This design comes from an exercise in tuning for small area on the open sky130 flow, not from production work. No run shown here included a check of the RTL's function; only the layout flow was run.

==> flow/design.v, too long to show whole: its modules and the start of the top module <==
// module mini_fir_mac: 998 lines
// module mini_fir_cpa: 17 lines
// module mini_fir_fa: 4 lines
// module mini_fir_iha: 4 lines
// module mini_fir_xnor2: 3 lines
// module mini_fir_or2: 3 lines
// module mini_fir_dp: 35 lines
// module mini_fir_ctrl: 57 lines
// module mini_fir: 54 lines
module mini_fir #(
    parameter NUM = 1
)(
    input        clk,
    input        rst_n,
    input  [3:0] i_addr,
    input  [7:0] i_data_wr,
    input        i_wr,
    input        i_rd,
    output [7:0] o_data_rd,
    input  [7:0] i_din,
    output reg [7:0] o_dout
);
  // ...
==> flow/run.sh <==
#!/bin/bash
# synth_recipe.tcl (not shown) runs the flow's synth.tcl, then flattens the netlist and writes it again
# the make line also repeats each setting of config.mk as NAME=value (left out here)
make -C /OpenROAD-flow-scripts/flow DESIGN_CONFIG=/design/flow/config.mk WORK_HOME=/design/flow/orfs CLKGATE_MAP_FILE= SYNTH_SCRIPT=/design/flow/synth_recipe.tcl finish
==> flow/config.mk <==
export PLATFORM = sky130hd
export DESIGN_NAME = mini_fir
export DESIGN_NICKNAME = mini_fir
export VERILOG_FILES = /design/flow/design.v
export SDC_FILE = /design/flow/constraint.sdc
export NUM_CORES = 4
export LEC_CHECK = 0
export ABC_AREA = 1
export CAP_MARGIN = 20
export CORE_MARGIN = 2
export CORE_UTILIZATION = 65
export CTS_BUF_LIST = sky130_fd_sc_hd__clkbuf_4 sky130_fd_sc_hd__clkbuf_16
export GPL_TIMING_DRIVEN = 0
export SLEW_MARGIN = 20
export SYNTH_HIERARCHICAL = 1
==> flow/constraint.sdc <==
create_clock -name core_clock -period 5.5 [get_ports {clk}]
set_input_delay 1.1000 -clock core_clock [delete_from_list [all_inputs] [get_ports {clk}]]
set_output_delay 1.1000 -clock core_clock [all_outputs]
set_load 0.01 [all_outputs]
==> impl_metrics.py, run 1 <==
metrics = {
    "setup_path": {
        "r2r_cells": 11,
        "startpoint": "u_fir_ctrl.o_coeff_02[6]",
        "cp-start-kind": "flop",
        "cpMaxStageDelayCell": "dfrtp_1",
        "crit_buf_inv": 1,
        "critical_path_class": "flop to flop",
        "crit-reg2reg-launch": "u_fir_ctrl.o_coeff_02[6]",
    },
    "global_routing": {
        "grt_max_degree": 44,
        "grt_overflow": 0,
        "met3_usage": 0.0899,
    },
    "clocking": {
        "cts_tree": "built",
        "clockRootBuffer": "clkbuf_16",
        "cts_setup_buffers": 0,
        "cts_sinks": 149,
    },
    "layout": {
        "nClkBuffers": 17,
        "final_cell_mix": "nand2_1 (631), fa_1 (423), dfxtp_1 (77)",
        "final_util": 0.714,
        "layout_commonest_cell": "nand2_1",
        "largest_cell_class": "multi-input combinational cells",
        "seq_share": 0.194,
        "final_nets": 2055,
        "largest_registers": "u_fir_dp.x_d x56, u_fir_dp.sa_n x10, u_fir_dp.sb_n x10",
    },
    "drt": {
        "dr_wl_met2_um": 22500,
        "num_vias": 11916,
        "wl_per_cell_um": 24.8,
        "first_pass_iters": 8,
    },
    "place": {
        "dp_cells": 1970,
    },
    "synth": {
        "synth.most_common_cell": "nand2_1",
        "seq_area_frac_synth": 0.208,
        "ys_types": 21,
        "ys_seq_elements": 149,
        "synthAdderAreaFrac": 0.528,
    },
    "outcome": {
        "status": "timing/DRC/antenna clean",
    },
    "timing": {
        "maxSlewHeadroom": 0.442,
        "hold_slack_ps": 350,
        "finalCritPeriodShare": 0.980,
        "setup_viol": 0,
        "maxSlewViolCount": 0,
    },
    "min_path": {
        "hold_class": "flop to flop",
    },
}
==> run 2, diff against run 1 <==
--- a/flow/config.mk
+++ b/flow/config.mk
@@ -9,7 +9,7 @@
 export CAP_MARGIN = 20
 export CORE_MARGIN = 2
 export CORE_UTILIZATION = 65
-export CTS_BUF_LIST = sky130_fd_sc_hd__clkbuf_4 sky130_fd_sc_hd__clkbuf_16
+export CTS_BUF_LIST = sky130_fd_sc_hd__clkbuf_8
 export GPL_TIMING_DRIVEN = 0
 export SLEW_MARGIN = 20
 export SYNTH_HIERARCHICAL = 1
==> run 2 against run 1 <==
Effect of this change: register-to-register slack about the same; non-clock buffer count rose by 4; synthesized area unchanged; global-route usage is 0.42 points lower; largest cell class unchanged; highest routed layer unchanged.
==> impl_metrics.py, run 2 <==
metrics = {
    "synth": {
        "netlist_area_um2": 16000,
        "ys_types": 21,
        "synth-compound-area-share": 0.0234,
        "async_reset_ff_frac": 0.483,
        "synthTopCellsByArea": "fa_1 (53%), nand2_1 (15%), dfrtp_1 (11%)",
        "seq_area_frac_synth": 0.208,
        "synth_top_family_by_area": "adder cells",
        "synthMuxAreaShare": 0,
        "synth_xor_area_frac": 0,
        "yosys.area_share.simple": 0.180,
        "synth.most_common_cell": "nand2_1",
        "synth_edf_count": 0,
        "yosys-top-cells-count": "nand2_1 (631), fa_1 (423), clkbuf_1 (113)",
        "yosysWarnings": 9,
        "synthAdderAreaFrac": 0.528,
        "ys_seq_elements": 149,
        "synth_top_cell_area_share": 0.528,
        "synth_area_per_cell_um2": 9.98,
        "ys.flop_type": "dfxtp_1",
        "postSynthNetCount": 2054,
        "postSynthCellCount": 1607,
        "synth_top_area_cell": "fa_1",
    },
    "drt": {
        "first_pass_iters": 9,
        "wl_per_cell_um": 24.4,
        "dr_wl_met2_um": 22400,
        "drc_errors": 0,
        "via_per_inst": 6.07,
        "top_layer": "met4",
        "num_vias": 11832,
        "wl_met3_um": 5330,
        "first_iter_violations": 1390,
        "drt_wl_total_um": 47600,
        "m1WireLength_um": 16800,
        "postRouteAntennaNets": 0,
    },
    "layout": {
        "area_delta_synth_final_pct": 6.75,
        "multi_input_area_um2": 11700,
        "largest_register": "u_fir_dp.x_d",
        "regArea_um2": 3350,
        "layout-drive-gt1-share": 0.0738,
        "final_util": 0.706,
        "largest_registers": "u_fir_dp.x_d x56, u_fir_dp.sa_n x10, u_fir_dp.sb_n x10",
        "diodes": 0,
        "final_cell_mix": "nand2_1 (631), fa_1 (423), dfxtp_1 (77)",
        "final_nets": 2059,
        "layout_commonest_cell": "nand2_1",
        "largest_reg_flops": 56,
        "fill_cells": 1892,
    },
    "setup_path": {
        "critPathMaxFanout": 8,
        "r2r_end": "u_fir_dp.sb_n[2]",
        "crit-reg2reg-launch": "u_fir_ctrl.o_coeff_06[6]",
        "r2r_slack_ps": 120,
        "critical_path_class": "flop to flop",
        "cp-start-kind": "flop",
        "critPathArrivalTime_ps": 5800,
        "worstPathRequired_ps": 5920,
        "critPathCaptureType": "flop",
        "r2r_cells": 11,
    },
    "timing": {
        "rsz0062_at_grt": "yes",
        "finalCriticalPeriod_ps": 5380,
        "finalCritPeriodShare": 0.978,
        "timing.fmax_ghz": 0.186,
        "maxSlewViolCount": 0,
        "maxSlewHeadroom": 0.445,
        "setup_viol": 0,
        "hold_viol": 0,
        "clock-skew-final_ps": 30.0,
        "worst_pin_slew_ps": 832,
    },
    "clocking": {
        "cts_max_level": 4,
        "hold_buffers": 0,
        "clockRootBuffer": "clkbuf_8",
        "cts_buffer_depth": 2,
        "clk-insertion-delay-late_ps": 500,
        "cts_buffers": 17,
        "clk_pin_slew_ps": 130,
        "cts_setup_buffers": 0,
        "cts_tree": "built",
        "cts_sinks": 149,
    },
    "floorplanning": {
        "die_h_um": 161,
        "die_w_um": 161,
        "initial_core_util": 0.661,
        "io_pins": 40,
        "die-area_um2": 25900,
        "rows": 57,
        "core_area_um2": 24200,
    },
    "min_path": {
        "hold_depth": 0,
        "min_from": "u_fir_dp.x_d[18]",
        "hold_class": "flop to flop",
        "min_to": "u_fir_dp.x_d[26]",
    },
    "global_routing": {
        "track_usage": 0.396,
        "grt_pass1_wl_um": 74600,
        "grt_max_degree": 44,
        "grt_pass1_vias": 13112,
        "antenna_found_initial": 1,
        "grt_overflow": 0,
    },
    "place": {
        "place_congestion": 0.981,
        "dp_hpwl_um": 39000,
        "portBuffers": 38,
    },
    "job": {
        "drv_cap": 0,
    },
    "outcome": {
        "status": "timing/DRC/antenna clean",
    },
}
==> run 2: how the worst max path moves through the flow <==
stage	endpoint	start	slack (ps)	cells after the start
2_1_floorplan	u_fir_dp.sb_n[2]	u_fir_ctrl.o_coeff_00[1]	460	12
3_3_place_gp	u_fir_dp.sb_n[2]	u_fir_ctrl.o_coeff_00[7]	7	12
3_5_place_dp	u_fir_dp.sb_n[2]	u_fir_ctrl.o_coeff_00[5]	-50	12
4_1_cts	u_fir_dp.sc_n	u_fir_dp.x_d[24]	1	16
5_1_grt	u_fir_dp.sc_n	u_fir_dp.x_d[14]	-20	16
6_report	u_fir_dp.sb_n[2]	u_fir_ctrl.o_coeff_06[6]	120	11
==> run 2: cell families (layout without fill, tap and decap cells) <==
logic type,count (synthesis),after routing
flip-flops,149,149
AND/OR/NAND/NOR,732,732
AO/OA/AOI/OAI,75,75
adder cells (fa/ha/maj),423,423
buffers and inverters,228,246
==> run 2: layout make-up <==
| cell class | instances | share of cell area |
|---|---|---|
| clock buffers | 17 | 0.0137 |
| clock inverters | 15 | 0.0113 |
| inverters | 78 | 0.0171 |
| well taps | 324 | 0.0237 |
| flip-flops and latches | 149 | 0.196 |
| plain buffers | 97 | 0.0297 |
| repair buffers | 39 | 0.0232 |
| multi-input cells | 1230 | 0.685 |
==> run 2: worst max-delay path, cell delays in order (launching register included) <==
cell	delay (ps)
dfrtp_1	400
clkbuf_1	640
nand2_1	190
fa_1	590
fa_1	460
fa_1	580
fa_1	460
fa_1	520
fa_1	410
fa_1	520
fa_1	410
buf_4	140
==> run 2: routing by layer <==
layer  up-vias  global-route usage
li1       4782                   -
met1      6018               0.526
met2       834               0.619
met3       198              0.0960
met4         0               0.206
met5         -                   0
==> run 2: metrics by stage <==
step | std cells | hold slack, ps | instance area [µm²] | TNS [ps] | setup WS [ps]
finish | 1949 | 351 | 17100 | 0 | 120
global route | 1949 | 361 | 17100 | -19.6 | -19.6
detailed placement | 1970 | 335 | 16800 | -107 | -54.7
global placement | 1969 | 332 | 16800 | 0 | 6.57
CTS | 1993 | 355 | 17200 | 0 | 0.957
floorplan | 1607 | 329 | 16000 | 0 | 461
==> run 2: repair_timing <==
| action | in CTS | in global routing |
|---|---|---|
| setup endpoints to repair | 4 | 10 |
| resized for setup | 3 | 65 |
| endpoints found under the hold margin | 0 | 0 |
==> run 2: Yosys stat by module (local to each module, per instance), a selection <==
module | times used | cell area, µm² | flip-flops and latches | cells
mini_fir_fa | 423 | 20.0 | 0 | 1
mini_fir_cpa | 1 | 41.3 | 0 | 11
mini_fir_ctrl | 1 | 2940 | 64 | 358
mini_fir_mac | 1 | 2360 | 0 | 606
mini_fir_or2 | 10 | 11.3 | 0 | 3
mini_fir | 1 | 305 | 8 | 34
mini_fir_dp | 1 | 1630 | 77 | 95
mini_fir_xnor2 | 10 | 18.8 | 0 | 5
==> run 3, diff against run 2 <==
--- a/flow/config.mk
+++ b/flow/config.mk
@@ -10,6 +10,7 @@
 export CORE_MARGIN = 2
 export CORE_UTILIZATION = 65
 export CTS_BUF_LIST = sky130_fd_sc_hd__clkbuf_8
+export CTS_CLUSTER_SIZE = 10
 export GPL_TIMING_DRIVEN = 0
 export SLEW_MARGIN = 20
 export SYNTH_HIERARCHICAL = 1
==> run 3 against run 2 <==
Effect of this change: non-clock buffer count stayed put; global-route usage stayed put; via count stayed put; synthesized area stayed put; utilization stayed put; wire length stayed put; critical endpoint unchanged.
==> impl_metrics.py, run 3 <==
metrics = {
    "outcome": {
        "status": "timing/DRC/antenna clean",
    },
    "layout": {
        "layout_commonest_cell": "nand2_1",
        "final_cell_mix": "nand2_1 (631), fa_1 (423), dfxtp_1 (77)",
        "largest_register": "u_fir_dp.x_d",
        "final_util": 0.706,
        "largest_reg_flops": 56,
        "largest_registers": "u_fir_dp.x_d x56, u_fir_dp.sa_n x10, u_fir_dp.sb_n x10",
        "area_delta_synth_final_pct": 6.75,
        "layout-drive-gt1-share": 0.0738,
        "fill_cells": 1892,
        "layout.cells.non_filler": 1949,
        "final_nets": 2059,
        "diodes": 0,
    },
    "clocking": {
        "cts_buffers": 17,
        "clk_pin_slew_ps": 130,
        "hold_buffers": 0,
        "cts_tree": "built",
        "cts_max_level": 4,
        "clockRootBuffer": "clkbuf_8",
        "cts_sinks": 149,
        "clk-insertion-delay-late_ps": 500,
        "cts_setup_buffers": 0,
        "cts_buffer_depth": 2,
    },
    "synth": {
        "ys.flop_type": "dfxtp_1",
        "netlist_area_um2": 16000,
        "postSynthCellCount": 1607,
        "synth_top_area_cell": "fa_1",
        "synthTopCellsByArea": "fa_1 (53%), nand2_1 (15%), dfrtp_1 (11%)",
        "synth_edf_count": 0,
        "yosys-top-cells-count": "nand2_1 (631), fa_1 (423), clkbuf_1 (113)",
        "synth.most_common_cell": "nand2_1",
        "ys_types": 21,
        "seq_area_frac_synth": 0.208,
        "postSynthNetCount": 2054,
        "yosysWarnings": 9,
        "synth_area_per_cell_um2": 9.98,
        "async_reset_ff_frac": 0.483,
        "ys_seq_elements": 149,
        "synth_top_cell_area_share": 0.528,
    },
    "timing": {
        "finalCriticalPeriod_ps": 5380,
        "rsz0062_at_grt": "yes",
        "maxSlewHeadroom": 0.445,
        "fin_ws_ps": 120,
        "timing.fmax_ghz": 0.186,
        "worst_pin_slew_ps": 832,
        "finalCritPeriodShare": 0.978,
        "clock-skew-final_ps": 30.0,
        "setup_viol": 0,
        "maxSlewViolCount": 0,
        "hold_viol": 0,
    },
    "global_routing": {
        "grt_pass1_vias": 13112,
        "grt_pass1_wl_um": 74600,
        "grt_overflow": 0,
        "track_usage": 0.396,
        "antenna_found_initial": 1,
        "grt_max_degree": 44,
    },
    "setup_path": {
        "worstPathRequired_ps": 5920,
        "r2r_slack_ps": 120,
        "cpMostUsedCell": "fa_1",
        "worstPathCellList": "clkbuf_1 -> nand2_1 -> fa_1 -> fa_1 -> fa_1 -> fa_1 -> fa_1 -> fa_1 -> fa_1 -> fa_1 -> buf_4",
        "r2r_cells": 11,
        "slowest_delay_ps": 640,
        "critPathCaptureType": "flop",
        "crit-reg2reg-launch": "u_fir_ctrl.o_coeff_06[6]",
        "cp-start-kind": "flop",
        "cpMaxStageDelayCell": "clkbuf_1",
        "critPathMaxFanout": 8,
        "critPathArrivalTime_ps": 5800,
        "r2r_end": "u_fir_dp.sb_n[2]",
        "critical_path_class": "flop to flop",
    },
    "min_path": {
        "hold_depth": 0,
        "min_from": "u_fir_dp.x_d[18]",
        "hold_class": "flop to flop",
        "min_to": "u_fir_dp.x_d[26]",
    },
    "drt": {
        "via_per_inst": 6.07,
        "postRouteAntennaNets": 0,
        "num_vias": 11832,
        "first_pass_iters": 9,
        "drt_wl_total_um": 47600,
        "drc_errors": 0,
        "first_iter_violations": 1390,
        "wl_per_cell_um": 24.4,
    },
    "floorplanning": {
        "rows": 57,
        "die_h_um": 161,
        "initial_core_util": 0.661,
        "die_w_um": 161,
        "io_pins": 40,
        "core_area_um2": 24200,
        "die-area_um2": 25900,
    },
    "place": {
        "dp_slack_ps": -54.7,
        "dp_cells": 1970,
        "place_congestion": 0.981,
        "portBuffers": 38,
        "dp_hpwl_um": 39000,
    },
    "job": {
        "drv_cap": 0,
    },
}
run 3: modules after synthesis (local to each module, per instance), a selection:
module          cell area [µm²]  flip-flops and latches  cells inside
mini_fir_xnor2             18.8                       0             5
mini_fir_mac               2360                       0           606
mini_fir_cpa               41.3                       0            11
mini_fir_or2               11.3                       0             3
mini_fir_dp                1630                      77            95
mini_fir_fa                20.0                       0             1
mini_fir                    305                       8            34
mini_fir_ctrl              2940                      64           358
run 3: logic make-up (layout without fill, tap and decap cells):
| family | count (synthesis) | after routing | share of synthesized area |
|---|---|---|---|
| and+or+nand+nor | 732 | 732 | 0.180 |
| adders and majority gates | 423 | 423 | 0.528 |
| buffers and inverters | 228 | 246 | 0.0598 |
| DFF | 149 | 149 | 0.208 |
| AOI/OAI and AO/OA | 75 | 75 | 0.0234 |
run 3: metal layers:
metal | vias to the layer above | global-route usage | wire [µm]
met2 | 834 | 0.619 | 22400
met1 | 6018 | 0.526 | 16800
met3 | 198 | 0.0960 | 5330
met5 | - | 0 | 0
met4 | 0 | 0.206 | 3010
li1 | 4782 | - | -
run 3: worst max path at each step:
stage,startpoint,to,slack (ps),cells past startpoint
after floorplan,u_fir_ctrl.o_coeff_00[1],u_fir_dp.sb_n[2],460,12
after global placement,u_fir_ctrl.o_coeff_00[7],u_fir_dp.sb_n[2],7,12
after detailed placement,u_fir_ctrl.o_coeff_00[5],u_fir_dp.sb_n[2],-50,12
after CTS,u_fir_dp.x_d[24],u_fir_dp.sc_n,1,16
after global routing,u_fir_dp.x_d[14],u_fir_dp.sc_n,-20,16
final,u_fir_ctrl.o_coeff_06[6],u_fir_dp.sb_n[2],120,11
run 3: through the flow:
stage               hold WS, ps  cell area (µm²)  TNS (ps)
finish                      351            17100         0
floorplan                   329            16000         0
detailed placement          335            16800      -107
CTS                         355            17200         0
global placement            332            16800         0
global route                361            17100     -19.6
run 3: cell type report:
class	count	area, µm²	share of cell area
tap	324	405	0.0237
timing repair buffer	39	398	0.0232
multi-input combinational	1230	11700	0.685
inverter	78	293	0.0171
sequential	149	3350	0.196
buffer	97	509	0.0297
clock buffer	17	234	0.0137
clock inverter	15	194	0.0113
run 3: critical path, delay by kind of cell, from the launching register on:
family | cells | cell delay, ps
buffers and inverters | 2 | 780
adders and majority gates | 8 | 3950
and+or+nand+nor | 1 | 190
DFF | 1 | 400
run 3: what timing repair did:
item / 4_1_cts / 5_1_grt
gates resized for setup: 3 / 65
pin swaps: 0 / 0
endpoints found under the setup margin: 4 / 10

-- re-timing with driven ports --
Ports are ideal in the flow. The routed layouts listed here were re-timed in OpenROAD.
Step 1: set_driving_cell puts a clkbuf_16 on clk and a buf_2 on each other input, an assumption about the parent block.
Step 2 adds t to the input delays and takes it off the output delays; t is the mean of the earliest and latest rising clock arrival at the registers after step 1. Input paths then give back, and output paths get back, about the clock's delay inside the block.
Slacks: no drivers / after step 1 / after step 2; pairs: no drivers / after step 1.
run | shift t [ns] | setup WS [ns] | clock arrival spread, ns | worst data-port slew with drivers (ns)
run 1 | 0.488 | 0.111 / 0.111 / 0.111 | 0.017 / 0.017 | 0.04
run 2 | 0.534 | 0.120 / 0.120 / 0.120 | 0.030 / 0.030 | 0.05
run 3 | 0.534 | 0.120 / 0.120 / 0.120 | 0.030 / 0.030 | 0.05
After both steps every run listed still meets setup and hold.
